This is an optimization exercise on Yosys and OpenROAD, whose aim is small area, a short achievable clock period and few clock cycles per item, not a production implementation. RTL that was checked went through simulation tests only; none was proved equivalent to the original. For runs 2 and 3, only the layout was checked, not whether the RTL still works.

==> flow/design.v, too long to show whole: its modules and the start of the top module <==
// module squarer_cs: 1004 lines
// module normalizer: 462 lines
module normalizer #(
    parameter CNT = 64,
    parameter N = 6
)
(
    input clk,
    input rst_n,
    input [31:0] data_in,
    input start_en,
    input data_in_valid,
    output process_end_flag,
    output [31:0] data_out,
    output data_out_valid
);
  // ...
==> flow/run.sh <==
#!/bin/bash
# synth_recipe.tcl (not shown) runs the flow's synth.tcl, then flattens the netlist and writes it again
# the make line also repeats each setting of config.mk as NAME=value (left out here)
make -C /OpenROAD-flow-scripts/flow DESIGN_CONFIG=/design/flow/config.mk WORK_HOME=/design/flow/orfs CLKGATE_MAP_FILE= SYNTH_SCRIPT=/design/flow/synth_recipe.tcl finish
==> flow/config.mk <==
export PLATFORM = sky130hd
export DESIGN_NAME = normalizer
export DESIGN_NICKNAME = normalizer
export VERILOG_FILES = /design/flow/design.v
export SDC_FILE = /design/flow/constraint.sdc
export NUM_CORES = 4
export LEC_CHECK = 0
export ABC_AREA = 1
export CAP_MARGIN = 20
export CORE_MARGIN = 2
export CORE_UTILIZATION = 40
export SLEW_MARGIN = 20
==> flow/constraint.sdc <==
create_clock -name core_clock -period 20.0 [get_ports {clk}]
set_input_delay 4.0000 -clock core_clock [delete_from_list [all_inputs] [get_ports {clk}]]
set_output_delay 4.0000 -clock core_clock [all_outputs]
set_load 0.01 [all_outputs]
==> impl_results.md, run 1 <==
- Origin of the worst setup path: qdone
- Largest delay share family, worst path: simple AND/OR/NAND/NOR gates
- Placed cell area: 168900 um^2
- Adder-Cell Fraction of Synth Area: 8.007%
- Min-delay worst type: flip-flop to flip-flop
- Aggregate global-route resource usage: 16.98%
- Multi-input gate area: 58490 um^2
- Global-route wire length before repair: 560400 um
- Slew Limit Fails: 0
- Post-synth top cells: 3559 x nand2_1, 2931 x inv_1, 2219 x edfxtp_1
- Final count of hold timing violations: 0
- R2r worst-path depth: 69
- Max reg flops: 2080
- DR WL/cell: 15.54 um
- Setup-failing EPs final: 0
- Critical path peak fanout: 85
- Top reg by flops: SR
- Number of global-route vias before repair: 103400
- Clock sinks: 3403
- Netlist cell types: 98
- Tcrit/Tclk final: 36.27%
- GRT overflow: 0
- Tap Count: 5428
- Outcome: timing/DRC/antenna clean
- Finished Layout Cells: 22690
- Req. time, crit path: 20780 ps
- Post-DP HPWL: 248800 um
- CTS Buffer Depth: 4
- # rows: 234
- Max cap viols: 0
- R2r setup slk: 12750 ps
- Met1 Use GR: 23.67%
- Cell mode on critical path: nand2_1
- Fin Hold WS: 279.6 ps
- Multi-input combinational area share: 32.33%
- Compound-Gate Fraction of Synth Area: 8.199%
- Mapped cell area: 162500 um^2
- Post-synth EDFFs: 2219
Testbench counts, summed over its fixed seeds: cycles 20,616, batches 128.
==> module normalizer, before the edit <==
module normalizer #(
    parameter CNT = 64,
    parameter N = 6
)
(
    input clk,
    input rst_n,
    input [31:0] data_in,
    input start_en,
    input data_in_valid,
    output process_end_flag,
    output [31:0] data_out,
    output data_out_valid
);
localparam SI = 3;                  
localparam SK = 2;                  
localparam NI = (25 - SI + SK - 1) / SK;  
localparam RW = SI + NI * SK;       
localparam DK = 2;                  
localparam ND = (25 + DK - 1) / DK;  
function automatic [63:0] padd64(input [63:0] a, input [63:0] b, input cin);
    reg [63:0] g, p, g2, p2, c;
    integer k, l;
    begin
        g = a & b;
        p = a | b;
        g[0] = g[0] | (p[0] & cin);
        for (l = 1; l < 64; l = l * 2) begin
            g2 = g;
            p2 = p;
            for (k = 0; k < 64; k = k + 1)
                if (k >= l) begin
                    g2[k] = g[k] | (p[k] & g[k-l]);
                    p2[k] = p[k] & p[k-l];
                end
            g = g2;
            p = p2;
        end
        c = {g[62:0], cin};
        padd64 = (a ^ c) ^ b;
    end
endfunction
localparam ST_IDLE  = 3'd0;
localparam ST_STORE = 3'd1;
localparam ST_DEC   = 3'd3;
localparam ST_WAIT  = 3'd4;    
localparam ST_SQRT  = 3'd5;
localparam ST_OUT   = 3'd6;
reg [2:0] st;
reg [6:0] cnt;           
reg rot;                 
reg v1;                  
reg fb;                  
reg [31:0] S;
reg big;
reg [31:0] SR [0:CNT];
wire first = v1 && (cnt == 0);
wire last_in = v1 && (cnt == CNT-1);
wire store_open = (st == ST_STORE) && !last_in;
reg sh;                  
wire [63:0] sum_w = padd64({32'd0, first ? 32'd0 : S}, {32'd0, SR[0]}, 1'b0);
wire [31:0] sum_next = sum_w[31:0];
integer k;
always @(posedge clk) begin
    SR[0] <= data_in;
    if (sh) begin
        SR[1] <= v1 ? SR[0] : SR[CNT];
        for (k = 2; k <= CNT; k = k + 1) SR[k] <= SR[k-1];
    end
end
wire [31:0] x_out = SR[CNT];
wire [31:0] mu = {{N{S[31]}}, S[31:N]};
reg [31:0] dreg;
reg m1_add, m1_first, m1_fin, m1_dv;
wire [63:0] dreg_w = padd64({32'd0, x_out}, {32'd0, ~mu}, 1'b1);
always @(posedge clk) dreg <= dreg_w[31:0];
always @(posedge clk or negedge rst_n) begin
    if (~rst_n) begin
        m1_add <= 0; m1_first <= 0; m1_fin <= 0; m1_dv <= 0;
    end else begin
        m1_add <= rot && fb;
        m1_first <= rot && fb && (cnt == 0);
        m1_fin <= rot && fb && (cnt == CNT-1);
        m1_dv <= rot && !fb;
    end
end
wire sel_s = (st == ST_DEC) && !big;
wire [31:0] op = v1 ? SR[0] : (sel_s ? S : dreg);
wire [63:0] neg_op = padd64({32'd0, ~op}, 64'd0, 1'b1);
reg [31:0] mag_r;
reg mag_sgn;
reg m_add, m_first, m_fin, m_corr, m_dv;
always @(posedge clk) begin
    mag_r <= op[31] ? neg_op[31:0] : op;
    mag_sgn <= op[31];
end
always @(posedge clk or negedge rst_n) begin
    if (~rst_n) begin
        m_add <= 0; m_first <= 0; m_fin <= 0; m_corr <= 0; m_dv <= 0;
    end else begin
        m_add <= v1 || m1_add;
        m_first <= first || m1_first;
        m_fin <= m1_fin || sel_s;
        m_corr <= sel_s;
        m_dv <= m1_dv;
    end
end
wire [63:0] sq_s, sq_c;
squarer_cs sq_inst (.a(mag_r), .s(sq_s), .c(sq_c));
reg [63:0] s_r, c_r;
always @(posedge clk) begin
    s_r <= sq_s;
    c_r <= sq_c;
end
reg s_add, s_first, s_fin, s_corr;
always @(posedge clk or negedge rst_n) begin
    if (~rst_n) begin
        s_add <= 0; s_first <= 0; s_fin <= 0; s_corr <= 0;
    end else begin
        s_add <= m_add; s_first <= m_first; s_fin <= m_fin; s_corr <= m_corr;
    end
end
reg [63:0] Q_s, Q_c, Qv;
reg qfin, qdone;
reg [5:0] rr6;
wire [11:0] rr = S[5:0] * S[5:0];
always @(posedge clk) rr6 <= rr[11:6];
wire [6:0] lo6 = {1'b0, s_r[5:0]} + {1'b0, c_r[5:0]};
wire [63:0] T1 = s_corr ? ~{6'd0, s_r[63:6]} : s_r;
wire [63:0] T2 = s_corr ? ~{6'd0, c_r[63:6]} : c_r;
wire [63:0] T3 = s_corr ? {57'd0, {1'b0, rr6} + 7'd2 - {6'd0, lo6[6]}} : 64'd0;
wire [63:0] A0 = s_first ? 64'd0 : Q_s;
wire [63:0] B0 = s_first ? 64'd0 : Q_c;
wire [63:0] u1 = A0 ^ B0 ^ T1;
wire [63:0] v1c = {(A0[62:0] & B0[62:0]) | (A0[62:0] & T1[62:0]) | (B0[62:0] & T1[62:0]), 1'b0};
wire [63:0] u2 = u1 ^ v1c ^ T2;
wire [63:0] v2c = {(u1[62:0] & v1c[62:0]) | (u1[62:0] & T2[62:0]) | (v1c[62:0] & T2[62:0]), 1'b0};
wire [63:0] u3 = u2 ^ v2c ^ T3;
wire [63:0] v3c = {(u2[62:0] & v2c[62:0]) | (u2[62:0] & T3[62:0]) | (v2c[62:0] & T3[62:0]), 1'b0};
always @(posedge clk) begin
    if (s_add || s_corr) begin
        Q_s <= u3;
        Q_c <= v3c;
    end
end
wire [63:0] qv_w = padd64(Q_s, Q_c, 1'b0);
always @(posedge clk) Qv <= qv_w;
always @(posedge clk or negedge rst_n) begin
    if (~rst_n) begin
        qfin <= 0;
        qdone <= 0;
    end else begin
        qfin <= s_fin;
        qdone <= qfin;
    end
end
wire nvar = qdone;
wire [57:0] nin = nvar ? Qv[63:6] : {mag_r, 26'd0};
reg [5:0] lz;
integer j;
always @(*) begin
    lz = 6'd0;
    for (j = 0; j < 58; j = j + 1)
        if (nin[j]) lz = 6'd57 - j[5:0];
end
wire [57:0] nn = nin << lz;
reg [24:0] n1_top;
reg n1_st;
reg [5:0] n1_p;
reg n1_zero, n1_sgn;
always @(posedge clk) begin
    n1_top <= nn[57:33];
    n1_st <= |nn[32:0];
    n1_p <= 6'd57 - lz;
    n1_zero <= (nin == 58'd0);
    n1_sgn <= nvar ? Qv[63] : mag_sgn;
end
reg n1_dv, n1_var;
always @(posedge clk or negedge rst_n) begin
    if (~rst_n) begin
        n1_dv <= 0; n1_var <= 0;
    end else begin
        n1_dv <= m_dv;
        n1_var <= nvar;
    end
end
wire nrnd = n1_top[0] & (n1_st | n1_top[1]);
wire [63:0] nm_w = padd64({40'd0, n1_top[24:1]}, 64'd0, nrnd);
wire [24:0] nm = nm_w[24:0];
wire [23:0] nmv = nm[24] ? 24'h800000 : nm[23:0];
wire [5:0] npv = n1_p + {5'd0, nm[24]};
reg [23:0] n_m;       
reg [5:0] n_p;        
reg n_zero, n_sgn;
always @(posedge clk) begin
    n_m <= nmv;
    n_p <= npv;
    n_zero <= n1_zero;
    n_sgn <= n1_sgn;
end
reg n_dv;
always @(posedge clk or negedge rst_n) begin
    if (~rst_n) n_dv <= 0;
    else n_dv <= n1_dv;
end
reg [25:0] qx;       
reg [RW-1:0] qr;     
reg [RW+2:0] qrem;   
reg [3:0] qi;        
reg [7:0] q_e;       
reg q_nan, q_zero;
reg [25:0] tx;
reg [RW-1:0] tr;
reg [RW+2:0] trem;
reg [RW+2:0] ttr;
reg [63:0] tsub;
reg [25:0] ix;
reg [RW-1:0] ir;
reg [RW+2:0] irem;
integer s;
always @(*) begin
    ix = npv[0] ? {nmv, 2'b00} : {1'b0, nmv, 1'b0};
    ir = 0;
    irem = 0;
    for (s = 0; s < SI; s = s + 1) begin
        irem = {irem[RW:0], ix[25:24]};
        ix = {ix[23:0], 2'b00};
        ttr = {1'b0, ir, 2'b01};
        tsub = padd64({{(63-RW-2){1'b0}}, irem}, ~{{(63-RW-2){1'b0}}, ttr}, 1'b1);
        if (!tsub[63]) begin
            irem = tsub[RW+2:0];
            ir = {ir[RW-2:0], 1'b1};
        end else begin
            ir = {ir[RW-2:0], 1'b0};
        end
    end
    tx = qx; tr = qr; trem = qrem;
    for (s = 0; s < SK; s = s + 1) begin
        trem = {trem[RW:0], tx[25:24]};
        tx = {tx[23:0], 2'b00};
        ttr = {1'b0, tr, 2'b01};
        tsub = padd64({{(63-RW-2){1'b0}}, trem}, ~{{(63-RW-2){1'b0}}, ttr}, 1'b1);
        if (!tsub[63]) begin
            trem = tsub[RW+2:0];
            tr = {tr[RW-2:0], 1'b1};
        end else begin
            tr = {tr[RW-2:0], 1'b0};
        end
    end
end
always @(posedge clk) begin
    if (n1_var) begin
        qx <= ix;
        qr <= ir;
        qrem <= irem;
        q_e <= 8'd127 + {3'd0, npv[5:1]};
        q_nan <= n1_sgn;
        q_zero <= n1_zero;
    end else begin
        qx <= tx;
        qr <= tr;
        qrem <= trem;
    end
end
reg [23:0] sB;
reg [7:0] sE;
reg s_nan, s_zero;
wire [RW:0] q_lowmask = (({{RW{1'b0}}, 1'b1}) << (RW - 25)) - 1;
wire q_sticky = (qrem != 0) | (({1'b0, qr} & q_lowmask) != 0);
wire [63:0] sm_w = padd64({40'd0, qr[RW-1:RW-24]}, 64'd0, qr[RW-25] & (q_sticky | qr[RW-24]));
wire [24:0] sm = sm_w[24:0];
always @(posedge clk) begin
    if (st == ST_SQRT && qi == NI + 1) begin
        sB <= sm[24] ? 24'h800000 : sm[23:0];
        sE <= q_e + {7'd0, sm[24]};
        s_nan <= q_nan;
        s_zero <= q_zero;
    end
end
localparam NR = ND - 1;
localparam GS = 3;
localparam NC = (ND + GS - 1) / GS;
reg [23:0] sBd [1:NC-1];
integer ci;
always @(posedge clk) begin
    sBd[1] <= sB;
    for (ci = 2; ci < NC; ci = ci + 1) sBd[ci] <= sBd[ci-1];
end
reg [23:0] bsel;
reg [24:0] d_rem [0:NR-1];
reg [24:0] d_q [0:NR-1];
reg [7:0] d_e [0:NR-1];
reg d_sgn [0:NR-1];
reg d_zero [0:NR-1];
reg d_v [0:NR-1];
reg [24:0] vrem;
reg [24:0] vq;
reg [25:0] tdiff;
reg [7:0] ve;
reg vs, vz, cge;
reg [63:0] t1w, t2w, tdw;
reg [25:0] t1, t2;
integer st_i, stp;
always @(posedge clk) begin
    for (st_i = 0; st_i < NR; st_i = st_i + 1) begin
        if (st_i == 0) begin
            t1w = padd64({40'd0, n_m}, ~{40'd0, sB}, 1'b1);
            t2w = padd64({39'd0, n_m, 1'b0}, ~{40'd0, sB}, 1'b1);
            cge = !t1w[63];
            vrem = cge ? t1w[24:0] : t2w[24:0];
            vrem = {vrem[23:0], 1'b0};
            vq = 25'd1;
            ve = {2'b00, n_p} + 8'd228 - sE - {7'd0, ~cge};
            vs = n_sgn;
            vz = n_zero;
        end else begin
            vrem = d_rem[st_i-1];
            vq = d_q[st_i-1];
            ve = d_e[st_i-1];
            vs = d_sgn[st_i-1];
            vz = d_zero[st_i-1];
        end
        for (stp = 0; stp < DK; stp = stp + 1) begin
            if (st_i * DK + stp >= 1 && st_i * DK + stp < 25) begin
                bsel = (st_i < GS) ? sB : sBd[st_i / GS];
                tdw = padd64({39'd0, vrem}, ~{40'd0, bsel}, 1'b1);
                if (!tdw[63]) begin
                    vrem = {tdw[23:0], 1'b0};
                    vq = {vq[23:0], 1'b1};
                end else begin
                    vrem = {vrem[23:0], 1'b0};
                    vq = {vq[23:0], 1'b0};
                end
            end
        end
        d_rem[st_i] <= vrem;
        d_q[st_i] <= vq;
        d_e[st_i] <= ve;
        d_sgn[st_i] <= vs;
        d_zero[st_i] <= vz;
    end
end
integer vi;
always @(posedge clk or negedge rst_n) begin
    if (~rst_n) begin
        for (vi = 0; vi < NR; vi = vi + 1) d_v[vi] <= 0;
    end else begin
        d_v[0] <= n_dv;
        for (vi = 1; vi < NR; vi = vi + 1) d_v[vi] <= d_v[vi-1];
    end
end
reg [24:0] lrem, lq;
reg [63:0] ldw;
integer lstp;
always @(*) begin
    lrem = d_rem[NR-1];
    lq = d_q[NR-1];
    for (lstp = 0; lstp < DK; lstp = lstp + 1) begin
        if (NR * DK + lstp < 25) begin
            ldw = padd64({39'd0, lrem}, ~{40'd0, (NR < GS) ? sB : sBd[NR / GS]}, 1'b1);
            if (!ldw[63]) begin
                lrem = {ldw[23:0], 1'b0};
                lq = {lq[23:0], 1'b1};
            end else begin
                lrem = {lrem[23:0], 1'b0};
                lq = {lq[23:0], 1'b0};
            end
        end
    end
end
wire [24:0] fq = lq;
wire fst = (lrem != 25'd0);
wire [63:0] fm_w = padd64({41'd0, fq[23:1]}, 64'd0, fq[0] & (fst | fq[1]));
wire [23:0] fm = fm_w[23:0];
wire [7:0] fe = d_e[NR-1] + {7'd0, fm[23]};
wire fs = d_sgn[NR-1];
wire fz = d_zero[NR-1];
reg [31:0] out_r;
reg out_v, pef_r;
always @(posedge clk) begin
    if (s_nan || (fz && s_zero))
        out_r <= 32'h7fc00000;
    else if (s_zero)
        out_r <= {fs, 8'hff, 23'd0};
    else if (fz)
        out_r <= 32'd0;
    else
        out_r <= {fs, fe, fm[22:0]};
end
wire pef_d = out_v && !d_v[NR-1];
always @(posedge clk or negedge rst_n) begin
    if (~rst_n) begin
        out_v <= 0;
        pef_r <= 0;
    end else begin
        out_v <= d_v[NR-1];
        pef_r <= pef_d;
    end
end
assign data_out = out_r;
assign data_out_valid = out_v;
assign process_end_flag = pef_r;
wire rot_d = (rot && cnt != CNT-1) || (st == ST_DEC && big) || (st == ST_SQRT && qi == NI - 3);
always @(posedge clk or negedge rst_n) begin
    if (~rst_n) begin
        st <= ST_IDLE;
        cnt <= 0;
        rot <= 0;
        sh <= 0;
        v1 <= 0;
        fb <= 0;
        S <= 0;
        big <= 0;
        qi <= 0;
    end else begin
        v1 <= data_in_valid && store_open;
        sh <= (data_in_valid && store_open) || rot_d;
        if (v1) begin
            S <= sum_next;
            big <= (big && !first) | ~((SR[0][31:25] == 7'h00) | (SR[0][31:25] == 7'h7f));
        end
        if (rot || v1) cnt <= cnt + 1;
        rot <= rot_d;
        case (st)
            ST_IDLE: begin
                cnt <= 0;
                if (start_en) st <= ST_STORE;
            end
            ST_STORE: begin
                if (last_in) st <= ST_DEC;
            end
            ST_DEC: begin
                st <= ST_WAIT;
                if (big) begin
                    fb <= 1;
                    cnt <= 0;
                end
            end
            ST_WAIT: begin
                if (qdone) begin
                    st <= ST_SQRT;
                    fb <= 0;
                    qi <= 0;
                end
            end
            ST_SQRT: begin
                qi <= qi + 1;
                if (qi == NI - 3) cnt <= 0;
                if (qi == NI + 1) st <= ST_OUT;
            end
            ST_OUT: begin
                if (pef_d) begin
                    st <= ST_IDLE;
                    if (start_en) begin
                    end
                end
            end
            default: st <= ST_IDLE;
        endcase
    end
end
endmodule
==> inputs of run 2 (changes only) <==
--- a/flow/design.v
+++ b/flow/design.v
@@ -1033,12 +1033,8 @@
         g[0] = g[0] | (p[0] & cin);
-        for (l = 1; l < 64; l = l * 2) begin
-            g2 = g;
-            p2 = p;
+        for (l = 0; l < 6; l = l + 1) begin
             for (k = 0; k < 64; k = k + 1)
-                if (k >= l) begin
-                    g2[k] = g[k] | (p[k] & g[k-l]);
-                    p2[k] = p[k] & p[k-l];
+                if ((k >> l) & 1) begin
+                    g[k] = g[k] | (p[k] & g[((k >> l) << l) - 1]);
+                    p[k] = p[k] & p[((k >> l) << l) - 1];
                 end
-            g = g2;
-            p = p2;
         end
@@ -1048,2 +1044,20 @@
 endfunction
+function automatic [6:0] lzc64(input [63:0] x);
+    reg [447:0] c;
+    reg [63:0] v;
+    integer i, l;
+    begin
+        c = 448'd0;
+        v = x;
+        for (l = 0; l < 6; l = l + 1) begin
+            for (i = 0; i < 32; i = i + 1) begin
+                if (i < (32 >> l)) begin
+                    c[i*7 +: 7] = v[2*i+1] ? c[(2*i+1)*7 +: 7] : (c[(2*i)*7 +: 7] | (7'd1 << l));
+                    v[i] = v[2*i+1] | v[2*i];
+                end
+            end
+        end
+        lzc64 = v[0] ? c[6:0] : 7'd64;
+    end
+endfunction
 localparam ST_IDLE  = 3'd0;
@@ -1164,9 +1178,4 @@
 wire [57:0] nin = nvar ? Qv[63:6] : {mag_r, 26'd0};
-reg [5:0] lz;
-integer j;
-always @(*) begin
-    lz = 6'd0;
-    for (j = 0; j < 58; j = j + 1)
-        if (nin[j]) lz = 6'd57 - j[5:0];
-end
+wire [6:0] lz_w = lzc64({nin, 6'd0});
+wire [5:0] lz = lz_w[5:0];    
 wire [57:0] nn = nin << lz;
@@ -1357,25 +1366,11 @@
 end
-reg [24:0] lrem, lq;
-reg [63:0] ldw;
-integer lstp;
-always @(*) begin
-    lrem = d_rem[NR-1];
-    lq = d_q[NR-1];
-    for (lstp = 0; lstp < DK; lstp = lstp + 1) begin
-        if (NR * DK + lstp < 25) begin
-            ldw = padd64({39'd0, lrem}, ~{40'd0, (NR < GS) ? sB : sBd[NR / GS]}, 1'b1);
-            if (!ldw[63]) begin
-                lrem = {ldw[23:0], 1'b0};
-                lq = {lq[23:0], 1'b1};
-            end else begin
-                lrem = {lrem[23:0], 1'b0};
-                lq = {lq[23:0], 1'b0};
-            end
-        end
-    end
-end
-wire [24:0] fq = lq;
-wire fst = (lrem != 25'd0);
-wire [63:0] fm_w = padd64({41'd0, fq[23:1]}, 64'd0, fq[0] & (fst | fq[1]));
-wire [23:0] fm = fm_w[23:0];
+wire [23:0] lB = (NR < GS) ? sB : sBd[NR / GS];
+wire [24:0] lrem = d_rem[NR-1];
+wire [63:0] ldw = padd64({39'd0, lrem}, ~{40'd0, lB}, 1'b1);
+wire lge = !ldw[63];                           
+wire lst = lge ? (lrem != {1'b0, lB}) : (lrem != 25'd0);    
+wire [22:0] lfrac = d_q[NR-1][22:0];           
+wire lrnd = lge & (lst | lfrac[0]);
+wire [63:0] linc = padd64({41'd0, lfrac}, 64'd0, 1'b1);
+wire [23:0] fm = lrnd ? linc[23:0] : {1'b0, lfrac};
 wire [7:0] fe = d_e[NR-1] + {7'd0, fm[23]};
==> impl_results.md, run 2 <==
- Fin Hold WS: 274.7 ps (-4.845 ps)
- Final count of hold timing violations: 0 (unchanged)
- Total CTS buffers: 360
- Routed WL: 374700 um
- Worst setup SP type: flip-flop
- Number of global-route vias before repair: 111300 (+7.7%)
- FF+latch count, synth: 3403
- Core area: 420500 um^2
- Ys async rst share: 2.439%
- Post-synthesis xor/xnor area fraction: 2.072%
- GRT met2 Usage: 28.69%
- Max reg flops: 2080 (unchanged)
- Most frequent cells in the layout: 5104 x nand2_1, 2806 x inv_1, 2219 x edfxtp_1
- Top_reg_cell synth: edfxtp_1
- # DRC: 0
- CTS root buffer: clkbuf_16
- Via Count: 115100
- Clock sinks: 3403 (unchanged)
- Critical Path Max Stage Delay: 540 ps
- Post-DP HPWL: 266900 um (+7.2%)
- Top reg by flops: SR
- Pin count of the biggest net entering global routing: 191
- Post-synthesis net count: 18990
- Die area: 427800 um^2
- Post-synth top cells: 5105 x nand2_1, 2808 x inv_1, 2219 x edfxtp_1
- Largest regs: SR: 2080 flops, d_rem: 288 flops, d_q: 144 flops
- Layout Nets: 19070
- Adder-Cell Fraction of Synth Area: 9.538% (+1.5 points)
- Initial antenna violation count: 9
- Fin crit period: 5852 ps
- WS Path Type: flip-flop to primary output
- Count leader, synth: nand2_1
- Netlist cell types: 78 (-20%)
- Post-synthesis mux area share: 0.04737%
- Worst setup margin: 14150 ps
- Tcrit/Tclk final: 29.26% (-7.0 points)
- Buf/Inv on CP: 1
- Main combinational cell family by area after synthesis: simple AND/OR/NAND/NOR gates
- Least-Margin Pin Slew: 1059 ps
- Post-synth EDFFs: 2219 (unchanged)
- Max cap viols: 0 (unchanged)
- Most common cell after layout, fill and taps aside: nand2_1
- Crit-path slowest cell: clkdlybuf4s50_1
- Met1 Use GR: 23.61% (-0.065 points)
- GRT Max-Usage Layer: met2
- H-tree levels: 5
- RSZ-0062 raised after global routing: no
- TritonRoute pass-1 iters: 6
- Iter 0 DRT Violations: 8552
- Starting Density: 40.20%
- Syn Area/Cell: 9.357 um^2
- Resized cells post-CTS: 0
- Chip width: 654.1 um
- GRT overflow: 0 (unchanged)
- Largest delay share family, worst path: buffers and inverters
- CTS tree: done
- Peak Freq: 170.9 MHz
- Global-route wire length before repair: 598600 um (+6.8%)
- Min-delay worst type: flip-flop to flip-flop
- Setup TNS: 0 ps
- Finished Layout Cells: 24090 (+6.2%)
- Crit end category: primary output
- Post-Place Cells: 23420
- Main area contributors after synthesis: edfxtp_1 39%, dfxtp_1 13%, nand2_1 11%
- Die Ht: 654.1 um
- Top-area cell type share of the netlist area: 39.42%
- Req. time, crit path: 16000 ps (-4780 ps)
- Layout area overhead: 10.65%
- Slew HR: 29.42%
- Clock-pin slew on the worst setup and hold paths: 60 ps
- Worst-Skew Late Latency: 970 ps
- I/O pins: 70
- Port-buffer cells: 69
- Met3 Resource Use GR: 2.251%
- Layout cells sized above 1: 6.909%
- Compound-Gate Fraction of Synth Area: 5.203% (-3.0 points)
- Post-Place Worst Slack: 14360 ps
- Outcome: timing/DRC/antenna clean
- Cell chain of the critical path: clkdlybuf4s50_1
- Leading area contributor after synthesis: edfxtp_1
- Routability Congestion: 0.8823
- Worst Clk Skew: 90.00 ps
- Synth warn: 9
- Synth Instances: 18070
- # rows: 238 (+1.7%)
- Mapped cell area: 169000 um^2 (+4.0%)
- Setup-failing EPs final: 0 (unchanged)
- Slew Limit Fails: 0 (unchanged)
- CTS Buffer Depth: 4 (unchanged)
- Via density: 4.779
- Sequential area share after synthesis: 53.68%
- ANT nets after route: 0
- CP Data Arrival Time: 1850 ps
- Critical path peak fanout: 2 (-98%)
- Hold-fix buffers, CTS: 0
- Setup bufs post-CTS: 0
- Synth Area in Simple Gates: 21.25%
- DR WL/cell: 15.56 um (+0.12%)
- Final Util: 44.49%
- Aggregate global-route resource usage: 17.38% (+0.41 points)
[run 2: cell types whose count changed in the layout (fill, tap and decap cells not counted), sizes merged, moves of 116 or more]
cell	delta
a31oi	-120
fa	+116
nand2	+1658
o21ai	-438
nand3	+838
xor2	-242
nor2	-313
xnor2	-120
[run 2: cells by family after synthesis]
| kind of cell | after synthesis |
|---|---|
| AND/OR/NAND/NOR | 8414 |
| buffers and inverters | 3418 |
| flip-flops | 3403 |
| AO/OA/AOI/OAI | 1535 |
| adder cells (fa/ha/maj) | 889 |
| XOR/XNOR | 400 |
| multiplexers | 8 |
[run 2: path summary, 6_finish.rpt]
check | startpoint | end | slack (ps) | depth (start not counted)
max in group asynchronous | rst_n | s_corr | 15840 | 2
worst max-delay path | out_v | data_out_valid | 14150 | 1
worst max register to register | qdone | n1_st | 14170 | 23
worst min register to register | d_q[6][9] | d_q[7][11] | 270 | 0
worst min-delay path | d_q[6][9] | d_q[7][11] | 270 | 0
min in group asynchronous | rst_n | pef_r | 2880 | 1
[run 2: cell type report]
cell class,count,area (um^2)
Inverter,2973,11190
Clock inverter,199,2362
Timing Repair Buffer,161,1408
Clock buffer,458,9782
Fill cell,39800,233400
Tap cell,5640,7057
Antenna cell,8,20.02
Sequential cell,3403,90770
Multi-Input combinational cell,11250,64460
[run 2: metal layers]
layer | vias up | wire (um)
met5 | - | 0
met1 | 54390 | 171800
li1 | 57690 | -
met2 | 2360 | 172600
met3 | 670 | 17150
met4 | 0 | 13130
[run 2: stage by stage]
step	cell area (um^2)
floorplan	169100
global placement	174900
detailed placement	174900
CTS	187000
global route	187000
finish	187100
==> inputs of run 3 (changes only) <==
--- a/flow/design.v
+++ b/flow/design.v
@@ -1021,3 +1021,3 @@
 localparam SI = 3;                  
-localparam SK = 2;                  
+localparam SK = 3;                  
 localparam NI = (25 - SI + SK - 1) / SK;  
==> impl_results.md, run 3 <==
- Outcome: timing/DRC/antenna clean
- Least-Margin Pin Slew: 1122 ps (+63.25 ps)
- Layout cells sized above 1: 5.369% (-1.5 points)
- RSZ-0062 raised after global routing: no
- FF+latch count, synth: 3407 (+0.12%)
- Top-area cell type share of the netlist area: 40.80% (+1.4 points)
- Worst setup SP type: flip-flop
- Leading area contributor after synthesis: edfxtp_1
- Starting Density: 40.19% (about the same)
- Netlist cell types: 71 (-9.0%)
- DR WL/cell: 15.19 um (-2.3%)
- Routability Congestion: 0.8742 (-0.92%)
- Via Count: 108900 (-5.4%)
- # rows: 234 (-1.7%)
- Layout Nets: 18070 (-5.2%)
- Largest regs: SR: 2080 flops, d_rem: 288 flops, d_q: 144 flops
- Iter 0 DRT Violations: 8048 (-5.9%)
- Max reg flops: 2080 (unchanged)
- Main area contributors after synthesis: edfxtp_1 41%, dfxtp_1 14%, nand2_1 10%
- Setup bufs post-CTS: 0 (unchanged)
- Post-DP HPWL: 244600 um (-8.4%)
- Worst Clk Skew: 98.88 ps (+8.888 ps)
- Slew Limit Fails: 0 (unchanged)
- ANT nets after route: 0 (unchanged)
- Largest delay share family, worst path: simple AND/OR/NAND/NOR gates
- TritonRoute pass-1 iters: 6 (unchanged)
- Post-synth EDFFs: 2219 (unchanged)
- Fin crit period: 8263 ps (+2410 ps)
- Die Ht: 643.0 um (-1.7%)
- Number of global-route vias before repair: 104600 (-6.0%)
- Worst-Skew Late Latency: 940 ps (-30 ps)
- Most frequent cells in the layout: 4379 x nand2_1, 2708 x inv_1, 2219 x edfxtp_1
- Core area: 406400 um^2 (-3.4%)
- Final count of hold timing violations: 0 (unchanged)
- Resized cells post-CTS: 0 (unchanged)
- Min-delay worst type: flip-flop to flip-flop
- Most common cell after layout, fill and taps aside: nand2_1
- Tcrit/Tclk final: 41.31% (+12 points)
- Post-route cell area: 181700 um^2 (-2.9%)
- Aggregate global-route resource usage: 16.69% (-0.70 points)
- Port-buffer cells: 69 (unchanged)
- Ys async rst share: 2.436% (-0.0029 points)
- Cell mode on critical path: nand2_1
- Via density: 4.756 (-0.47%)
- Met1 Use GR: 24.24% (+0.63 points)
- Buf/Inv on CP: 5 (+4)
- Max cap viols: 0 (unchanged)
- GRT met2 Usage: 26.30% (-2.4 points)
- Fillers: 38240 (-3.9%)
- Synth warn: 9 (unchanged)
- Pin count of the biggest net entering global routing: 96 (-50%)
- Hold-fix buffers, CTS: 0 (unchanged)
- CP Data Arrival Time: 9060 ps (+7210 ps)
- Total CTS buffers: 360 (unchanged)
- Mapped cell area: 163300 um^2 (-3.4%)
- Slew HR: 25.20% (-4.2 points)
- Crit end category: flip-flop
- Peak Freq: 121.0 MHz (-29%)
- WS Path Type: flip-flop to flip-flop
- CTS tree: done
- CTS Buffer Depth: 4 (unchanged)
- Syn Area/Cell: 9.578 um^2 (+2.4%)
- Post-synthesis net count: 17980 (-5.3%)
- GRT overflow: 0 (unchanged)
- Top_reg_cell synth: edfxtp_1
- Global-route wire length before repair: 561400 um (-6.2%)
- Clock-pin slew on the worst setup and hold paths: 60 ps (about the same)
- Critical path peak fanout: 41 (+39)
- Setup-failing EPs final: 0 (unchanged)
- Sequential area share after synthesis: 55.62% (+1.9 points)
- Placed cell area: 169700 um^2 (-2.9%)
- Post-synth top cells: 4382 x nand2_1, 2711 x inv_1, 2219 x edfxtp_1
- Routed WL: 347700 um (-7.2%)
- I/O pins: 70 (unchanged)
- Clock sinks: 3407 (+0.12%)
- Layout area overhead: 11.27%
- Met3 Resource Use GR: 1.955% (-0.30 points)
- # DRC: 0 (unchanged)
- Setup TNS: 0 ps (unchanged)
- H-tree levels: 5 (unchanged)
- Top reg by flops: SR
- CTS root buffer: clkbuf_16
- Synth Instances: 17050 (-5.6%)
- Count leader, synth: nand2_1
- Die area: 413400 um^2 (-3.4%)
- Req. time, crit path: 20800 ps (+4800 ps)
- Critical Path Max Stage Delay: 720 ps (+180 ps)
- Chip width: 643.0 um (-1.7%)
- Initial antenna violation count: 7 (-2)
- GRT Max-Usage Layer: met2
- Crit-path slowest cell: a21oi_4
## run 3: cells by family (layout without fill, tap and decap cells)
| logic type | after synthesis | count (layout) | share of synthesized area (%) |
|---|---|---|---|
| AND/OR/NAND/NOR | 7022 | 7022 | 17.45 |
| other | 0 | 6 | 0 |
| flip-flops | 3407 | 3407 | 55.62 |
| XOR/XNOR | 483 | 483 | 2.590 |
| multiplexers | 21 | 21 | 0.1287 |
| buffers and inverters | 3241 | 3643 | 7.636 |
| adder cells (fa/ha/maj) | 895 | 895 | 9.933 |
| AO/OA/AOI/OAI | 1982 | 1982 | 6.643 |
## run 3: cell type report
class                      instances  area, um^2  share of cell area, %
sequential                      3407       90840                  49.99
multi-input combinational      10400       60060                  33.05
inverter                        2777       10430                  5.738
clock buffer                     463        9771                  5.377
tap                             5428        6792                  3.737
clock inverter                   209        2180                  1.199
timing repair buffer             194        1634                 0.8992
antenna                            6       15.01               0.008263
## run 3: worst paths after layout
kind | to | from | cells after the start | slack, ps
min in group asynchronous | S[7] | rst_n | 1 | 2970
min | d_q[7][6] | d_q[6][4] | 0 | 300
max reg2reg | qrem[13] | qr[16] | 34 | 11740
max in group asynchronous | n1_var | rst_n | 2 | 15590
min reg2reg | d_q[7][6] | d_q[6][4] | 0 | 300
max | qrem[13] | qr[16] | 34 | 11740
## run 3: stage by stage
stage          instances  setup slack, ps  hold WS, ps  utilization (%)
6_report           22890            11740        299.0            44.72
5_1_grt            22880            11120        299.3            44.71
4_1_cts            22880            11910        295.2            44.71
3_5_place_dp       22210            11940        312.1            41.77
3_3_place_gp       22210            11970        310.2            41.77
2_1_floorplan      17050             5476        309.6                -
## run 3: layer usage
layer,routed length (um),part of all wire (%)
met1,168200,48
met2,153200,44
met3,16720,4.8
met4,9474,2.7
met5,13,0.0037
==> inputs of run 4 (changes only) <==
--- a/flow/design.v
+++ b/flow/design.v
@@ -1021,3 +1021,3 @@
 localparam SI = 3;                  
-localparam SK = 3;                  
+localparam SK = 2;                  
 localparam NI = (25 - SI + SK - 1) / SK;  
@@ -1080,4 +1080,4 @@
 reg sh;                  
-wire [63:0] sum_w = padd64({32'd0, first ? 32'd0 : S}, {32'd0, SR[0]}, 1'b0);
-wire [31:0] sum_next = sum_w[31:0];
+wire [63:0] sum_w = padd64({32'd0, S}, {32'd0, SR[0]}, 1'b0);
+wire [31:0] sum_next = first ? SR[0] : sum_w[31:0];
 integer k;
@@ -1107,3 +1107,3 @@
 wire sel_s = (st == ST_DEC) && !big;
-wire [31:0] op = v1 ? SR[0] : (sel_s ? S : dreg);
+wire [31:0] op = v1 ? SR[0] : (sel_s ? S : ((m1_add || m1_dv) ? dreg : 32'd0));
 wire [63:0] neg_op = padd64({32'd0, ~op}, 64'd0, 1'b1);
@@ -1166,3 +1166,3 @@
 wire [63:0] qv_w = padd64(Q_s, Q_c, 1'b0);
-always @(posedge clk) Qv <= qv_w;
+always @(posedge clk) Qv <= qfin ? qv_w : 64'd0;
 always @(posedge clk or negedge rst_n) begin
@@ -1177,3 +1177,3 @@
 wire nvar = qdone;
-wire [57:0] nin = nvar ? Qv[63:6] : {mag_r, 26'd0};
+wire [57:0] nin = Qv[63:6] | {mag_r, 26'd0};
 wire [6:0] lz_w = lzc64({nin, 6'd0});
==> impl_results.md, run 4 <==
- Layout Nets: 19030 (+5.3%)
- Most common cell after layout, fill and taps aside: nand2_1
- ANT nets after route: 0 (unchanged)
- Setup TNS: 0 ps (unchanged)
- Leading area contributor after synthesis: edfxtp_1
- Largest regs: SR: 2080 flops, d_rem: 288 flops, d_q: 144 flops
- Reg-to-reg endpoint: qrem[6]
- Count leader, synth: nand2_1
- # DRC: 0 (unchanged)
- Hold-fix buffers, CTS: 0 (unchanged)
- Peak Freq: 167.3 MHz (+38%)
- Synth Instances: 18020 (+5.7%)
- CTS Buffer Depth: 4 (unchanged)
- Top reg by flops: SR
- Layout area overhead: 11.04%
- RSZ-0062 raised after global routing: no
- Hold depth: 0 (unchanged)
- Post-Place Worst Slack: 14150 ps (+2210 ps)
- Resized cells post-CTS: 0 (unchanged)
- Crit-path slowest cell: nand3b_2
- Sequential area share after synthesis: 54.23% (-1.4 points)
- Min-delay worst type: flip-flop to flip-flop
- Worst Min Path Start: d_e[0][1]
- WS Path Type: flip-flop to flip-flop
- Via density: 4.826 (+1.5%)
- Iter 0 DRT Violations: 8906 (+11%)
- Outcome: timing/DRC/antenna clean
- Setup bufs post-CTS: 0 (unchanged)
- Worst setup margin: 14020 ps (+2284 ps)
- Initial antenna violation count: 10 (+3)
- DR WL/cell: 15.65 um (+3.0%)
- # rows: 237 (+1.3%)
- Starting Density: 40.16% (about the same)
- Tcrit/Tclk final: 29.89% (-11 points)
- H-tree levels: 5 (unchanged)
- GRT overflow: 0 (unchanged)
- Worst Clk Skew: 84.86 ps (-14.03 ps)
- Least-Margin Pin Slew: 1158 ps (+35.99 ps)
- R2r worst-path depth: 27 (-21%)
- Top-area cell type share of the netlist area: 39.82% (-0.98 points)
- Number of global-route vias before repair: 111100 (+6.3%)
- Pin count of the biggest net entering global routing: 195 (+100%)
- Final count of hold timing violations: 0 (unchanged)
- CTS root buffer: clkbuf_16
- Crit end category: flip-flop
- Cell mode on critical path: nand2_1
- CP Data Arrival Time: 6730 ps (-2330 ps)
- Mapped cell area: 167300 um^2 (+2.5%)
- Port-buffer cells: 69 (unchanged)
- Post-synthesis net count: 18940 (+5.3%)
- Synth warn: 9 (unchanged)
- Post-synth top cells: 5152 x nand2_1, 2845 x inv_1, 2219 x edfxtp_1
- Most frequent cells in the layout: 5151 x nand2_1, 2841 x inv_1, 2219 x edfxtp_1
- Post-synth EDFFs: 2219 (unchanged)
- TritonRoute pass-1 iters: 8 (+2)
- Chip width: 650.8 um (+1.2%)
- Layout cells sized above 1: 5.749% (+0.38 points)
- Top_reg_cell synth: edfxtp_1
- Routability Congestion: 0.8731 (-0.13%)
- Max cap viols: 0 (unchanged)
- Routed WL: 374200 um (+7.6%)
- Slew HR: 22.16% (-3.0 points)
- Syn Area/Cell: 9.289 um^2 (-3.0%)
- Ys async rst share: 2.439% (+0.0029 points)
- FF+latch count, synth: 3403 (-0.12%)
- Die Ht: 650.8 um (+1.2%)
- RR Startpoint: qx[24]
- Post-DP HPWL: 264500 um (+8.2%)
- Fin crit period: 5979 ps (-2284 ps)
- R2r setup slk: 14020 ps (+2280 ps)
- Aggregate global-route resource usage: 17.50% (+0.81 points)
- Critical Path Max Stage Delay: 740 ps (+20 ps)
- Total CTS buffers: 365 (+1.4%)
- Slew Limit Fails: 0 (unchanged)
- Max reg flops: 2080 (unchanged)
- Setup-failing EPs final: 0 (unchanged)
- Core area: 416600 um^2 (+2.5%)
- Worst-Skew Late Latency: 940 ps (about the same)
- Clock-pin slew on the worst setup and hold paths: 60 ps (about the same)
- CTS tree: done
- I/O pins: 70 (unchanged)
- Req. time, crit path: 20750 ps (-50 ps)
- Global-route wire length before repair: 600300 um (+6.9%)
- Critical path peak fanout: 30 (-27%)
- Die area: 423500 um^2 (+2.5%)
- Worst setup SP type: flip-flop
- Clock sinks: 3403 (-0.12%)
- Main area contributors after synthesis: edfxtp_1 40%, dfxtp_1 13%, nand2_1 12%
- Via Count: 115400 (+6.0%)
- Netlist cell types: 72 (+1.4%)
- Worst Hold End: d_e[1][1]
## run 4: cell types whose count changed in the layout (fill, tap and decap cells not counted), moves of 35 or more
| cell | before | now |
|---|---|---|
| nand2_1 | 4379 | 5151 |
| nand3_1 | 753 | 1393 |
| o21ai_0 | 1053 | 586 |
| nor2_1 | 1411 | 1269 |
| inv_1 | 2708 | 2841 |
| o21ai_1 | 59 | 160 |
| or2_2 | 130 | 49 |
| xor2_1 | 268 | 193 |
| xnor2_1 | 215 | 147 |
| nand3b_1 | 62 | 122 |
| nand2_2 | 22 | 69 |
| inv_2 | 52 | 91 |
| a21oi_1 | 499 | 534 |
## run 4: worst max-delay path: cells and delay by family, from the launching register on
kind / cells / cell delay [ps]
adders and majority gates: 1 / 190
buffers and inverters: 4 / 1040
DFF: 1 / 400
and+or+nand+nor: 22 / 4160
## run 4: worst max path at each step
stage	slack (ps)	startpoint	to
after floorplan	5480	sh	SR[10][0]
after global placement	14220	qx[24]	qrem[6]
after detailed placement	14150	qx[24]	qrem[25]
after CTS	14070	qx[24]	qrem[6]
after global routing	13460	qr[20]	qrem[23]
final	14020	qx[24]	qrem[6]
## run 4: cells by family (layout without fill, tap and decap cells)
group / after synthesis / after routing / synth area share, %
mux: 4 / 4 / 0.02393
compound gates: 1592 / 1592 / 5.253
buf+inv: 3390 / 3778 / 8.035
fa+ha+maj: 890 / 890 / 9.641
flops: 3403 / 3403 / 54.23
simple gates: 8396 / 8396 / 21.03
other cells: 0 / 7 / 0
xor+xnor: 340 / 340 / 1.780
## run 4: cell type report
type | count | area, um^2
Antenna cell | 7 | 17.52
Sequential cell | 3403 | 90760
Clock buffer | 456 | 9917
Clock inverter | 212 | 2552
Inverter | 2943 | 11060
Fill cell | 38970 | 230800
Multi-Input combinational cell | 11220 | 63180
Timing Repair Buffer | 167 | 1461
Tap cell | 5497 | 6878
## run 4: layer usage
layer	vias up	global-route usage, %	routed length (um)
met2	2537	28.25	169200
li1	57680	-	-
met4	0	5.732	12200
met1	54530	24.61	175300
met5	-	0	0
met3	634	1.927	17530
## run 4: per-stage QoR
| stage | utilization, % | instance area (um^2) | hold WS (ps) | instances |
|---|---|---|---|---|
| 2_1_floorplan | - | 167300 | 309.6 | 18020 |
| 3_3_place_gp | 41.60 | 173300 | 310.0 | 23230 |
| 3_5_place_dp | 41.60 | 173300 | 312.1 | 23230 |
| 4_1_cts | 44.60 | 185800 | 318.2 | 23900 |
| 5_1_grt | 44.60 | 185800 | 323.6 | 23900 |
| 6_report | 44.60 | 185800 | 313.7 | 23910 |
Testbench counts of run 4, summed over its fixed seeds: cycles 20,616, batches 128.
==> inputs of run 5 (changes only) <==
==> flow/flow/run.sh (new file) <==
#!/bin/bash
# The standard layout (standard.sh: the standard flow's synthesis, floorplan, placement,
# CTS, routing), with ORFS timing repair asked to keep a setup slack margin,
# so that the layout is sized for a period below the constraint's.
# The constraint (constraint.sdc) is not changed. Gate cloning is left off:
# it left overloaded nets behind in an earlier run.
export SETUP_SLACK_MARGIN=14
export SKIP_GATE_CLONING=1
{
  echo "run.sh: SETUP_SLACK_MARGIN=$SETUP_SLACK_MARGIN SKIP_GATE_CLONING=$SKIP_GATE_CLONING"
} > run_info.log 2>&1
bash standard.sh > standard_flow.log 2>&1
status=$?
echo "standard.sh exit $status" >> run_info.log
exit $status
==> flow/standard.sh (new file) <==
#!/bin/bash
# synth_recipe.tcl (not shown) runs the flow's synth.tcl, then flattens the netlist and writes it again
# the make line also repeats each setting of config.mk as NAME=value (left out here)
make -C /OpenROAD-flow-scripts/flow DESIGN_CONFIG=/design/flow/config.mk WORK_HOME=/design/flow/orfs CLKGATE_MAP_FILE= SYNTH_SCRIPT=/design/flow/synth_recipe.tcl "${@:-finish}"
removed: flow/run.sh
==> impl_results.md, run 5 <==
- Outcome: timing/DRC/antenna clean
- # rows: 237 (unchanged)
- Number of global-route vias before repair: 111100 (unchanged)
- Most frequent cells in the layout: 5149 x nand2_1, 2841 x inv_1, 2219 x edfxtp_1
- Aggregate global-route resource usage: 17.50% (unchanged)
- Clock-pin slew on the worst setup and hold paths: 60 ps (about the same)
- Largest delay share family, worst path: buffers and inverters
- Hold depth: 0 (unchanged)
- Total CTS buffers: 365 (unchanged)
- Starting Density: 40.16% (unchanged)
- Ys async rst share: 2.439% (unchanged)
- Core area: 416600 um^2 (unchanged)
- GRT overflow: 0 (unchanged)
- Critical Path Max Stage Delay: 540 ps (-200 ps)
- Routed WL: 374400 um (about the same)
- Clock sinks: 3403 (unchanged)
- Port-buffer cells: 69 (unchanged)
- RSZ-0062 raised after global routing: no
- Min-delay worst type: flip-flop to flip-flop
- Fin crit period: 5809 ps (-169.6 ps)
- Pin count of the biggest net entering global routing: 195 (unchanged)
- Via Count: 115400 (-0.016%)
- Post-synthesis net count: 18940 (unchanged)
- R2r setup slk: 14540 ps (+520 ps)
- Slew HR: 22.23% (+0.068 points)
- Worst-Skew Late Latency: 940 ps (about the same)
- Worst setup SP type: flip-flop
- Setup-failing EPs final: 0 (unchanged)
- Peak Freq: 172.1 MHz (+2.9%)
- Top_reg_cell synth: edfxtp_1
- DR WL/cell: 15.66 um (about the same)
- I/O pins: 70 (unchanged)
- Top-area cell type share of the netlist area: 39.82% (unchanged)
- Worst setup margin: 14190 ps (+169.6 ps)
- Chip width: 650.8 um (unchanged)
- Crit-path slowest cell: clkdlybuf4s50_1
- H-tree levels: 5 (unchanged)
- Req. time, crit path: 16000 ps (-4750 ps)
- Die area: 423500 um^2 (unchanged)
- Leading area contributor after synthesis: edfxtp_1
- Top reg by flops: SR
- # DRC: 0 (unchanged)
- Post-Place Worst Slack: 14150 ps (unchanged)
- Final count of hold timing violations: 0 (unchanged)
- Layout Nets: 19030 (+0.0053%)
- Worst Min Path Start: d_e[0][1]
- Max cap viols: 0 (unchanged)
- Iter 0 DRT Violations: 9075 (+1.9%)
- TritonRoute pass-1 iters: 6 (-2)
- Layout area overhead: 11.07% (about the same)
- Least-Margin Pin Slew: 1154 ps (-3.573 ps)
- Post-DP HPWL: 264500 um (unchanged)
- Post-synth top cells: 5152 x nand2_1, 2845 x inv_1, 2219 x edfxtp_1
- Setup TNS: 0 ps (unchanged)
- Critical path peak fanout: 2 (-93%)
- Sequential area share after synthesis: 54.23% (unchanged)
- Max reg flops: 2080 (unchanged)
- CTS root buffer: clkbuf_16
- Mapped cell area: 167300 um^2 (unchanged)
- Worst Clk Skew: 84.66 ps (-0.1926 ps)
- Global-route wire length before repair: 600300 um (unchanged)
- Largest regs: SR: 2080 flops, d_rem: 288 flops, d_q: 144 flops
- Die Ht: 650.8 um (unchanged)
- Netlist cell types: 72 (unchanged)
- ANT nets after route: 0 (unchanged)
- Most common cell after layout, fill and taps aside: nand2_1
- Cell chain of the critical path: clkdlybuf4s50_1
- Syn Area/Cell: 9.289 um^2 (unchanged)
- Worst Hold End: d_e[1][1]
- CTS tree: done
- Main area contributors after synthesis: edfxtp_1 40%, dfxtp_1 13%, nand2_1 12%
- Count leader, synth: nand2_1
- Tcrit/Tclk final: 29.05% (-0.85 points)
- R2r worst-path depth: 27 (unchanged)
- WS Path Type: flip-flop to primary output
- Post-synth EDFFs: 2219 (unchanged)
- Synth Instances: 18020 (unchanged)
- CP Data Arrival Time: 1810 ps (-4920 ps)
- Routability Congestion: 0.8731 (unchanged)
- Reg-to-reg endpoint: qrem[6]
- FF+latch count, synth: 3403 (unchanged)
- RR Startpoint: qx[24]
- Buf/Inv on CP: 1 (-3)
- Initial antenna violation count: 11 (+1)
- Crit end category: primary output
- Synth warn: 9 (unchanged)
- CTS Buffer Depth: 4 (unchanged)
- Via density: 4.826 (about the same)
- Layout cells sized above 1: 5.776% (+0.027 points)
- Slew Limit Fails: 0 (unchanged)
[run 5: area by class of cell]
| type | instances | area (um^2) |
|---|---|---|
| inverter | 2943 | 11060 |
| clock inverter | 212 | 2552 |
| tap | 5497 | 6878 |
| antenna | 4 | 10.01 |
| fill | 38970 | 230800 |
| multi-input combinational | 11220 | 63210 |
| clock buffer | 456 | 9917 |
| timing repair buffer | 168 | 1473 |
| sequential | 3403 | 90760 |
[run 5: timing repair]
| item | CTS | global route |
|---|---|---|
| buffers inserted | 0 | 1 |
| hold endpoints to repair | 0 | 0 |
| hold buffers | 0 | 0 |
| resized for setup | 0 | 7 |
| setup endpoints to repair | 0 | 39 |
[run 5: through the flow]
| stage | util (%) | area (um^2) | hold WS, ps | instances |
|---|---|---|---|---|
| 4_1_cts | 44.60 | 185800 | 318.2 | 23900 |
| 2_1_floorplan | - | 167300 | 309.6 | 18020 |
| 3_5_place_dp | 41.60 | 173300 | 312.1 | 23230 |
| 3_3_place_gp | 41.60 | 173300 | 310.0 | 23230 |
| 6_report | 44.61 | 185900 | 315.8 | 23910 |
| 5_1_grt | 44.61 | 185900 | 323.6 | 23900 |
[run 5: worst max path at each step]
stage	from	end	slack (ps)	cells after the start
floorplan	sh	SR[10][0]	5480	0
global placement	qx[24]	qrem[6]	14220	27
detailed placement	qx[24]	qrem[25]	14150	27
CTS	qx[24]	qrem[6]	14070	27
global route	n1_top[0]	qrem[4]	14000	31
finish	out_v	data_out_valid	14190	1
[run 5: routing by layer]
metal | GRT usage, % | vias to the layer above | part of all wire [%]
met5 | 0 | - | 0
li1 | - | 57660 | -
met1 | 24.61 | 54490 | 47
met3 | 1.927 | 658 | 4.6
met4 | 5.732 | 0 | 3.3
met2 | 28.25 | 2553 | 45
[run 5: cells by family (layout without fill, tap and decap cells)]
kind of cell,Yosys count,count (layout),share of synthesized area (%)
AO/OA/AOI/OAI,1592,1592,5.253
XOR/XNOR,340,340,1.780
adder cells (fa/ha/maj),890,890,9.641
buffers and inverters,3390,3779,8.035
flip-flops,3403,3403,54.23
multiplexers,4,4,0.02393
other,0,4,0
AND/OR/NAND/NOR,8396,8396,21.03
==> inputs of run 6 (changes only) <==
--- a/flow/config.mk
+++ b/flow/config.mk
@@ -11,2 +11,4 @@
 export CORE_UTILIZATION = 40
+export CTS_CLUSTER_DIAMETER = 100
+export CTS_CLUSTER_SIZE = 20
 export SLEW_MARGIN = 20
==> impl_results.md, run 6 <==
- Outcome: timing/DRC/antenna clean
- Pin count of the biggest net entering global routing: 195 (unchanged)
- Main area contributors after synthesis: edfxtp_1 40%, dfxtp_1 13%, nand2_1 12%
- Ys async rst share: 2.439% (unchanged)
- Syn Area/Cell: 9.289 um^2 (unchanged)
- Buf/Inv on CP: 1 (unchanged)
- Mapped cell area: 167300 um^2 (unchanged)
- R2r worst-path depth: 27 (unchanged)
- Global-route wire length before repair: 592100 um (-1.4%)
- Critical path peak fanout: 2 (unchanged)
- Aggregate global-route resource usage: 17.27% (-0.22 points)
- Post-synthesis xor/xnor area fraction: 1.780% (unchanged)
- Main combinational cell family by area after synthesis: simple AND/OR/NAND/NOR gates
- # rows: 237 (unchanged)
- Register Area: 90760 um^2 (unchanged)
- Worst-Skew Late Latency: 940 ps (about the same)
- Via density: 4.837 (+0.22%)
- Reg-to-reg endpoint: d_rem[9][8]
- Worst setup SP type: flip-flop
- Top-area cell type share of the netlist area: 39.82% (unchanged)
- Largest regs: SR: 2080 flops, d_rem: 288 flops, d_q: 144 flops
- TritonRoute pass-1 iters: 9 (+3)
- Largest delay share family, worst path: buffers and inverters
- Top reg by flops: SR
- Port-buffer cells: 69 (unchanged)
- Layout area overhead: 7.279%
- R2r setup slk: 14540 ps (about the same)
- ANT nets after route: 0 (unchanged)
- Chip width: 650.8 um (unchanged)
- Req. time, crit path: 16000 ps (about the same)
- Post-synthesis net count: 18940 (unchanged)
- Max cap viols: 0 (unchanged)
- RSZ-0062 raised after global routing: no
- FF+latch count, synth: 3403 (unchanged)
- Clock-pin slew on the worst setup and hold paths: 90 ps (+30 ps)
- Routability Congestion: 0.8731 (unchanged)
- Fillers: 39590 (+1.6%)
- # DRC: 0 (unchanged)
- CTS Buffer Depth: 4 (unchanged)
- Top_reg_cell synth: edfxtp_1
- Layout Nets: 18870 (-0.84%)
- Fin crit period: 5827 ps (+18.10 ps)
- Worst Hold End: d_q[5][7]
- Critical Path Max Stage Delay: 540 ps (about the same)
- Starting Density: 40.16% (unchanged)
- Layout cells sized above 1: 4.151% (-1.6 points)
- Total CTS buffers: 206 (-44%)
- Setup TNS: 0 ps (unchanged)
- Min-delay worst type: flip-flop to flip-flop
- Count leader, synth: nand2_1
- Via Count: 114000 (-1.2%)
- Number of global-route vias before repair: 109100 (-1.8%)
- CTS tree: done
- GRT overflow: 0 (unchanged)
- Setup-failing EPs final: 0 (unchanged)
- Most common cell after layout, fill and taps aside: nand2_1
- Leading area contributor after synthesis: edfxtp_1
- Synth Instances: 18020 (unchanged)
- Adder-Cell Fraction of Synth Area: 9.641% (unchanged)
- Routed WL: 369600 um (-1.3%)
- WS Path Type: flip-flop to primary output
- Post-synth EDFFs: 2219 (unchanged)
- I/O pins: 70 (unchanged)
- Hold depth: 0 (unchanged)
- Post-synth top cells: 5152 x nand2_1, 2845 x inv_1, 2219 x edfxtp_1
- Die Ht: 650.8 um (unchanged)
- DR WL/cell: 15.68 um (+0.13%)
- Iter 0 DRT Violations: 9221 (+1.6%)
- Compound-Gate Fraction of Synth Area: 5.253% (unchanged)
- Core area: 416600 um^2 (unchanged)
- Worst Clk Skew: 62.84 ps (-21.82 ps)
- Final Util: 43.09% (-1.5 points)
- Tcrit/Tclk final: 29.14% (+0.090 points)
- Peak Freq: 171.6 MHz (-0.31%)
- Synth warn: 9 (unchanged)
- CP Data Arrival Time: 1830 ps (+20 ps)
- Slew HR: 24.59% (+2.4 points)
- Netlist cell types: 72 (unchanged)
- Least-Margin Pin Slew: 1119 ps (-35.00 ps)
- Die area: 423500 um^2 (unchanged)
- Crit-path slowest cell: clkdlybuf4s50_1
- Sequential area share after synthesis: 54.23% (unchanged)
- Worst Min Path Start: d_q[4][5]
- Most frequent cells in the layout: 5149 x nand2_1, 2841 x inv_1, 2219 x edfxtp_1
- H-tree levels: 4 (-1)
- Crit end category: primary output
- Post-synthesis mux area share: 0.02393% (unchanged)
- Initial antenna violation count: 10 (-1)
- Synth Area in Simple Gates: 21.03% (unchanged)
- Max reg flops: 2080 (unchanged)
- CTS root buffer: clkbuf_16
- Clock sinks: 3403 (unchanged)
- RR Startpoint: sBd[3][0]
- Post-DP HPWL: 264500 um (unchanged)
- Final count of hold timing violations: 0 (unchanged)
- Slew Limit Fails: 0 (unchanged)
- Multi-input gate area: 63220 um^2 (about the same)
- Cell chain of the critical path: clkdlybuf4s50_1
-- run 6: cell counts after synthesis --
Identical to the previous run, type by type.
-- run 6: worst max path at each step --
stage | start | end | slack, ps | cells past startpoint
finish | out_v | data_out_valid | 14170 | 1
global route | n1_top[0] | qrem[4] | 14070 | 31
CTS | out_v | data_out_valid | 14060 | 1
detailed placement | qx[24] | qrem[25] | 14150 | 27
global placement | qx[24] | qrem[6] | 14220 | 27
floorplan | sh | SR[10][0] | 5480 | 0
-- run 6: routing by layer --
| metal | vias up | global-route usage, % | wire length (um) |
|---|---|---|---|
| met1 | 54030 | 24.54 | 174600 |
| met5 | - | 0 | 0 |
| met2 | 2312 | 28.02 | 167600 |
| met4 | 0 | 5.171 | 11020 |
| met3 | 524 | 1.652 | 16410 |
| li1 | 57130 | - | - |
-- run 6: final cells by class --
class / count / share of cell area, %
Multi-Input combinational cell: 11220 / 35.22
Antenna cell: 4 / 0.005576
Tap cell: 5497 / 3.831
Inverter: 2943 / 6.159
Clock inverter: 45 / 0.3262
Sequential cell: 3403 / 50.56
Clock buffer: 287 / 3.081
Timing Repair Buffer: 168 / 0.8203
-- run 6: stage by stage --
stage	std cells	area [um^2]	setup WS [ps]	hold slack (ps)
5_1_grt	23570	179500	14070	328.3
6_report	23570	179500	14170	306.7
4_1_cts	23560	179400	14060	310.9
2_1_floorplan	18020	167300	5476	309.6
3_5_place_dp	23230	173300	14150	312.1
3_3_place_gp	23230	173300	14220	310.0
-- run 6: kinds of logic (layout without fill, tap and decap cells) --
logic type	after synthesis	after routing
simple gates	8396	8396
fa+ha+maj	890	890
flops	3403	3403
other cells	0	4
mux	4	4
compound gates	1592	1592
buf+inv	3390	3443
xor+xnor	340	340
-- run 6: what timing repair did --
item,CTS,global route
setup buffers,0,1
hold buffers,0,0
setup endpoints to repair,0,49
resized for setup,0,8

-- static timing again, ports no longer ideal --
How much do the figures lean on ideal ports? The routed layouts below were timed once more, with nothing changed but the port constraints.
Step 1, drivers: a clkbuf_16 drives clk and a buf_2 each remaining input, both assumed.
Step 2 also shifts input and output timing later by t, the mid clock arrival at the registers, as if the neighbouring blocks saw the same clock.
Slacks: no drivers / after step 1 / after step 2; pairs: no drivers / after step 1.
| run | t, ns | slack for setup (ns) | worst setup path at the end |
|---|---|---|---|
| run 1 | 1.031 | 12.746 / 12.746 / 12.746 | register to register |
| run 2 | 1.034 | 14.148 / 14.037 / 14.173 | register to register |
| run 3 | 0.994 | 11.737 / 11.737 / 11.737 | register to register |
| run 4 | 1.003 | 14.021 / 14.021 / 14.021 | register to register |
| run 5 | 1.002 | 14.191 / 14.090 / 14.540 | register to register |
| run 6 | 1.013 | 14.173 / 14.070 / 14.542 | register to register |
After both steps every run listed still meets setup and hold.
